What follows belongs to an exercise in optimizing a design on an open flow for small area, a short achievable clock period and few clock cycles; a production flow would make more cautious choices. In this exercise RTL edits were held to simulation tests only and were not proved equivalent to the original.

==> 11-10 <==
## fft_radix4_top
module fft_radix4_top #(
    parameter WIDTH = 16
)(
    input wire clk,
    input wire rst_n,
    input wire start,
    input wire signed [WIDTH*16-1:0] data_in_real,
    input wire signed [WIDTH*16-1:0] data_in_imag,
    output wire signed [WIDTH*16-1:0] data_out_real,
    output wire signed [WIDTH*16-1:0] data_out_imag,
    output wire done,
    output wire valid
);
==> flow/config.mk <==
export PLATFORM = sky130hd
export DESIGN_NAME = fft_radix4_top
export DESIGN_NICKNAME = fft_radix4_top
export VERILOG_FILES = /design/flow/design.v
export SDC_FILE = /design/flow/constraint.sdc
export NUM_CORES = 8
export LEC_CHECK = 0
export ABC_AREA = 1
export CAP_MARGIN = 20
export CORE_MARGIN = 2
export CORE_UTILIZATION = 40
export SLEW_MARGIN = 20
==> flow/constraint.sdc <==
create_clock -name core_clock -period 20.0 [get_ports {clk}]
set_input_delay 4.0000 -clock core_clock [delete_from_list [all_inputs] [get_ports {clk}]]
set_output_delay 4.0000 -clock core_clock [all_outputs]
set_load 0.01 [all_outputs]
standard.sh (not shown) runs the stock make flow with config.mk's settings and CLKGATE_MAP_FILE= SYNTH_SCRIPT=/design/flow/synth_recipe.tcl, a recipe that flattens the netlist after the stock synthesis.
==> flow/flow/run.sh <==
#!/bin/bash
# Own layout flow: the standard ORFS flow (standard.sh) with
#  - the standard flow's synthesis script plus flow/synth_hooks.tcl (no full-adder
#    extraction, ABC mapping with flow/abc.script);
#  - ports buffered with sky130_fd_sc_hd__buf_1;
#  - setup repair aiming at SETUP_SLACK_MARGIN ns of slack, worst path only.
# Runs in the standard flow's work folder; the make output goes to own_flow.log there and
# each ORFS step writes its own log under orfs/logs.
set -euo pipefail
W=$(pwd)
sed -e "s#^source \$::env(SCRIPTS_DIR)/synth.tcl#source $W/flow/synth_hooks.tcl\n&#" \
    synth_recipe.tcl > own_synth.tcl
grep -q synth_hooks own_synth.tcl
sed -e "s#SYNTH_SCRIPT=[^ ]*synth_recipe.tcl#SYNTH_SCRIPT=$W/own_synth.tcl#" standard.sh > own_standard.sh
grep -q own_synth.tcl own_standard.sh
export OWN_ABC_SCRIPT=$W/flow/abc.script
export BUFFER_PORTS_ARGS="-buffer_cell sky130_fd_sc_hd__buf_1"
export SETUP_SLACK_MARGIN=13
export TNS_END_PERCENT=0
bash own_standard.sh > own_flow.log 2>&1
==> flow/flow/abc.script <==
strash
dch
map -D 6000
topo
stime -c
buffer -c
upsize -c -D 6000
dnsize -c -D 6000
==> flow/flow/synth_hooks.tcl <==
# Sourced by own_synth.tcl (the standard flow's synth_recipe.tcl) just before ORFS's
# synth.tcl. Two changes to the standard flow's synthesis, neither touching registers:
#  - Yosys's full-adder extraction is skipped, so ABC maps the adders;
#  - ABC maps with flow/abc.script (delay target) instead of ORFS's script.
proc extract_fa {args} {
  puts "own flow: full-adder extraction skipped"
}
proc abc {args} {
  set i [lsearch -exact $args -script]
  if { $i >= 0 && [info exists ::env(OWN_ABC_SCRIPT)] } {
    set args [lreplace $args [expr {$i + 1}] [expr {$i + 1}] $::env(OWN_ABC_SCRIPT)]
  }
  puts "own flow: abc $args"
  yosys abc {*}$args
}
==> 01-15: changes against 11-10 <==
==> flow/flow/run.sh (replaced) <==
#!/bin/bash
# Own layout flow: the standard ORFS flow (standard.sh, standard
# synthesis) with
#  - ports buffered with sky130_fd_sc_hd__buf_1;
#  - setup repair aiming at SETUP_SLACK_MARGIN ns of slack, worst path only.
# Runs in the standard flow's work folder; the make output goes to own_flow.log there and
# each ORFS step writes its own log under orfs/logs.
set -euo pipefail
export BUFFER_PORTS_ARGS="-buffer_cell sky130_fd_sc_hd__buf_1"
export SETUP_SLACK_MARGIN=13
export TNS_END_PERCENT=0
bash standard.sh > own_flow.log 2>&1
- SYNTH_HIERARCHICAL: unset -> 1
- SYNTH_MINIMUM_KEEP_SIZE: unset -> 1500
removed: flow/flow/abc.script
removed: flow/flow/synth_hooks.tcl
==> 08-11: changes against 11-10 <==
==> flow/flow/run.sh (replaced) <==
#!/bin/bash
# Own layout flow: the standard ORFS flow (standard.sh, standard
# synthesis) with
#  - ports buffered with sky130_fd_sc_hd__buf_1;
#  - setup repair aiming at SETUP_SLACK_MARGIN ns of slack, worst path only.
# Runs in the standard flow's work folder; the make output goes to own_flow.log there and
# each ORFS step writes its own log under orfs/logs.
set -euo pipefail
export BUFFER_PORTS_ARGS="-buffer_cell sky130_fd_sc_hd__buf_1"
export SETUP_SLACK_MARGIN=13
export TNS_END_PERCENT=0
bash standard.sh > own_flow.log 2>&1
removed: flow/flow/abc.script
removed: flow/flow/synth_hooks.tcl
==> run summary <==
Critical path depth, lowest first: 11-10, 01-15, 08-11. The highest worst hold slack belongs to 11-10, the lowest to 08-11. Clock-buffer cell count, lowest first: 08-11, 01-15, 11-10. Sequential share of layout area: 01-15 is lower than 11-10 (1.1 points). Final cell count, lowest first: 08-11, 11-10, 01-15.
Testbench counts of 11-10, summed over its fixed seeds: cycles 1,528.
Testbench counts of 01-15, summed over its fixed seeds: cycles 1,528.
Testbench counts of 08-11, summed over its fixed seeds: cycles 1,528.

==> re-timing with driven ports <==
How much do the figures lean on ideal ports? The routed layouts below were timed once more, with nothing changed but the port constraints. Step 1: set_driving_cell puts a clkbuf_16 on clk and a buf_2 on each other input, an assumption about the parent block. Step 2, shift: input delay + t, output delay - t, t = (earliest + latest rising clock arrival at the registers) / 2. This alone moves slack from input paths to output paths. Slacks: no drivers / after step 1 / after step 2; pairs: no drivers / after step 1.
run	shift t [ns]	slack for setup (ns)	worst setup path at the end	latest minus earliest clock arrival (ns)	cell pins on the clock port's net
11-10	0.936	10.311 / 10.203 / 10.477	register to register	0.063 / 0.063	1
01-15	0.925	11.227 / 11.177 / 11.227	register to register	0.109 / 0.109	1
08-11	0.843	8.644 / 8.644 / 8.644	register to register	0.057 / 0.057	1
After both steps every run listed still meets setup and hold.
